Context: an optimization exercise on an open-source flow, tuned for small area. The choices shown serve that exercise and are no tape-out recipe.
At most, simulation tests tie the RTL to the original design; equivalence was not proved.

// fpu_top
module fpu_top(
    input clk,
    input [31:0] a,
    input [31:0] b,
    input [1:0] op,
    output [31:0] out
    );
For scale: roughly 2300 cells after synthesis, about 190 flip-flops, roughly 99 I/O pins, ~19000 sq um of cells after synthesis.
export LEC_CHECK = 0
export CAP_MARGIN = 20
export CORE_MARGIN = 2
export CORE_UTILIZATION = 40
export PLACE_DENSITY = 0.75
export SLEW_MARGIN = 20
export SYNTH_HIERARCHICAL = 1
export SYNTH_MINIMUM_KEEP_SIZE = 0
create_clock -name core_clock -period 7.5 [get_ports {clk}]
standard.sh (not shown) runs the stock make flow with config.mk's settings and CLKGATE_MAP_FILE= SYNTH_SCRIPT=/design/flow/synth_recipe.tcl, a recipe that flattens the netlist after the stock synthesis.
==> flow/flow/run.sh <==
#!/bin/bash
# Standard ORFS layout with two changes:
#  - synthesis runs flow/synth.tcl: the standard flow's synthesis script, except that the
#    final ABC mapping of the modules outside the multiplier stage uses an
#    area-oriented ABC script (flow/area.abc);
#  - the input and output ports are buffered with sky130_fd_sc_hd__buf_1
#    instead of the delay buffer that buffer_ports picks by default.
# make's full output goes to flow.log (ORFS's per-step logs are in orfs/logs).
bash standard.sh SYNTH_SCRIPT=$PWD/flow/synth.tcl "BUFFER_PORTS_ARGS=-buffer_cell sky130_fd_sc_hd__buf_1" finish > flow.log 2>&1
==> flow/flow/area.abc <==
strash
dch -f
amap
==> flow/flow/synth.tcl <==
# The standard flow's synthesis script (synth_recipe.tcl), with one change: the final ABC
# mapping of the modules outside the multiplier stage (fpu_compute) uses an
# area-oriented ABC script (area.abc, next to this file) instead of ORFS's
# speed script. Everything else, registers included, is as in synth_recipe.tcl.
proc synth {args} { yosys synth -nofsm -noshare {*}$args }
set my_area_abc [file join [file dirname [file normalize [info script]]] area.abc]
set my_speed_modules {fpu_cpa}
set my_area_modules {fpu_compute fpu_top fpu_unpack fpu_normalize fpu_fa fpu_ha}
proc abc {args} {
  set i [lsearch -exact $args -script]
  set area_args [lreplace $args [expr {$i + 1}] [expr {$i + 1}] $::my_area_abc]
  if {[llength $::my_speed_modules]} { yosys abc {*}$args {*}$::my_speed_modules }
  if {[llength $::my_area_modules]} { yosys abc {*}$area_args {*}$::my_area_modules }
}
# full and half adder cells are taken only from the adder modules
proc extract_fa {args} { yosys extract_fa {*}$args fpu_fa fpu_ha }
source $::env(SCRIPTS_DIR)/synth.tcl
# left out here: clear keep_hierarchy, flatten, clean up, hide names made inside functions, write 1_2_yosys.v
Rerun with:
--- a/flow/design.v
+++ b/flow/design.v
@@ -3,62 +3,60 @@
     assign s = c ^ (a ^ b);
     assign co = (a & b) | (c & (a ^ b));
 endmodule
 module fpu_ha(input a, input b, output s, output co);
     assign s = a ^ b;
     assign co = a & b;
 endmodule
 `timescale 1ns / 1ps
 module fpu_unpack(
     input [31:0] a,
     input [31:0] b,
     input [1:0] op,
-    output [22:0] f1n,
-    output [22:0] f2n,
+    output [22:0] f1,
+    output [22:0] f2,
     output [7:0] e,
     output [4:0] d,
     output s,
     output sub,
     output is_mul,
     output is_add
     );
     wire sa = a[31];
     wire sb = b[31] ^ (op == 2'b01);
     wire swap = a[30:0] < b[30:0];
     wire [7:0] el = swap ? b[30:23] : a[30:23];
     wire [7:0] es = swap ? a[30:23] : b[30:23];
-    assign f1n = ~(swap ? b[22:0] : a[22:0]);
-    assign f2n = ~(swap ? a[22:0] : b[22:0]);
+    assign f1 = swap ? b[22:0] : a[22:0];
+    assign f2 = swap ? a[22:0] : b[22:0];
     wire [7:0] diff = el - es;
     assign d = diff[4:0] | {5{|diff[7:5]}};
     wire [7:0] em = a[30:23] + b[30:23] + 8'd129;
     assign is_mul = (op == 2'b10);
     assign is_add = ~op[1];
     assign e = is_mul ? em : el;
     assign s = is_add ? (swap ? sb : sa) : (is_mul & (a[31] ^ b[31]));
     assign sub = is_add & (sa ^ sb);
 endmodule
 `timescale 1ns / 1ps
 `timescale 1ns / 1ps
 module fpu_compute(
-    input [22:0] f1n,
-    input [22:0] f2n,
+    input [22:0] f1,
+    input [22:0] f2,
     input [4:0] d,
     input is_mul,
     input is_add,
     input sub,
     output [24:0] u
     );
-    wire [22:0] f2 = ~f2n;
-    wire [22:0] f1 = ~f1n;
     wire [23:0] onehot;
     genvar k;
     generate for (k = 0; k < 24; k = k + 1) begin : g_dec
         assign onehot[k] = is_add & (d == 5'd23 - k);
     end endgenerate
     wire [24:0] R = {25{is_add}} & ({2'b01, f1} ^ {25{sub}});
     wire neg0 = is_mul & f1[1];
     wire one0 = is_mul ? (f1[0] ^ 1'b0) : onehot[0];
     wire two0 = is_mul ? (f1[1] ? (~f1[0] & ~1'b0) : (f1[0] & 1'b0)) : onehot[1];
     wire pp0_0 = ((one0 & f2[0]) | (two0 & 1'b0)) ^ neg0;
     wire pp0_1 = ((one0 & f2[1]) | (two0 & f2[0])) ^ neg0;
     wire pp0_2 = ((one0 & f2[2]) | (two0 & f2[1])) ^ neg0;
@@ -1346,47 +1344,47 @@
     wire [23:0] x5 = z1 ? {x4[22:0], 1'b0} : x4[23:0];
     wire [7:0] ex = e + 8'd1 - {3'b0, z16, z8, z4, z2, z1};
     assign res = {ex & {8{x4[24] | x4[23]}}, x5[23:1]};
 endmodule
 `timescale 1ns / 1ps
 module fpu_top(
     input clk,
     input [31:0] a,
     input [31:0] b,
     input [1:0] op,
     output [31:0] out
     );
-    wire [22:0] f1n_S0, f2n_S0;
+    wire [22:0] f1_S0, f2_S0;
     wire [7:0] e_S0;
     wire [4:0] d_S0;
     wire s_S0, sub_S0, is_mul_S0, is_add_S0;
     fpu_unpack unpack (.a(a), .b(b), .op(op),
-                       .f1n(f1n_S0), .f2n(f2n_S0), .e(e_S0), .d(d_S0), .s(s_S0),
+                       .f1(f1_S0), .f2(f2_S0), .e(e_S0), .d(d_S0), .s(s_S0),
                        .sub(sub_S0), .is_mul(is_mul_S0), .is_add(is_add_S0));
-    reg [22:0] f1n_S1, f2n_S1;
+    reg [22:0] f1_S1, f2_S1;
     reg [7:0] e_S1;
     reg [4:0] d_S1;
     reg s_S1, sub_S1, is_mul_S1, is_add_S1;
     always @ (posedge clk) begin
-        f1n_S1 <= f1n_S0;
-        f2n_S1 <= f2n_S0;
+        f1_S1 <= f1_S0;
+        f2_S1 <= f2_S0;
         e_S1 <= e_S0;
         d_S1 <= d_S0;
         s_S1 <= s_S0;
         sub_S1 <= sub_S0;
         is_mul_S1 <= is_mul_S0;
         is_add_S1 <= is_add_S0;
     end
     wire [24:0] u_S1;
-    fpu_compute compute (.f1n(f1n_S1), .f2n(f2n_S1), .d(d_S1), .is_mul(is_mul_S1),
+    fpu_compute compute (.f1(f1_S1), .f2(f2_S1), .d(d_S1), .is_mul(is_mul_S1),
                          .is_add(is_add_S1), .sub(sub_S1), .u(u_S1));
     reg [24:0] u_S2;
     reg [7:0] e_S2;
     reg s_S2, sub_S2;
     always @ (posedge clk) begin
         u_S2 <= u_S1;
         e_S2 <= e_S1;
         s_S2 <= s_S1;
         sub_S2 <= sub_S1;
     end
     wire [30:0] res_S2;
     fpu_normalize normalize (.u(u_S2), .sub(sub_S2), .e(e_S2), .res(res_S2));
Setup slack degrades by 0.054 ns.
Register-to-register slack loses 0.05 ns.
Maximum frequency is lower by 0.75%.
Die area is higher by 1.2%.
Cell count came out higher by 2.1%.
Worst hold slack hardly moves.
Routed wire length came out higher by 1.3%.
Global-route usage goes up by 0.20 points.
Count of clock-buffer cells in the layout does not change.
Cell area went up by 0.49%.
Critical path depth went down by 2.
No functional check of the RTL was part of the first run of this note.

-- static timing again, ports no longer ideal --
The results above use ideal ports. As a check the final layouts listed here were re-extracted and re-timed, cells and wires unchanged. Step 1, drivers: a clkbuf_16 drives clk and a buf_2 each remaining input, both assumed. Step 2 moves the port delays by t, midway between the first and last clock arrival at a register: inputs arrive t later, outputs are due t later. That takes back most of the time a late clock gives input paths. a / b / c = ideal / step 1 / step 2; a / b = the first two.
| run | t, ns | setup WS [ns] | hold slack, ns | clock arrival spread, ns | slew at the worst register clock pin (ns) |
|---|---|---|---|---|---|
| the first run | 0.493 | 0.371 / 0.371 / 0.371 | 0.321 / 0.321 / 0.321 | 0.015 / 0.016 | 0.08 / 0.08 |
| the second run | 0.501 | 0.317 / 0.317 / 0.317 | 0.320 / 0.320 / 0.320 | 0.018 / 0.018 | 0.09 / 0.09 |
After both steps every run listed still meets setup and hold.
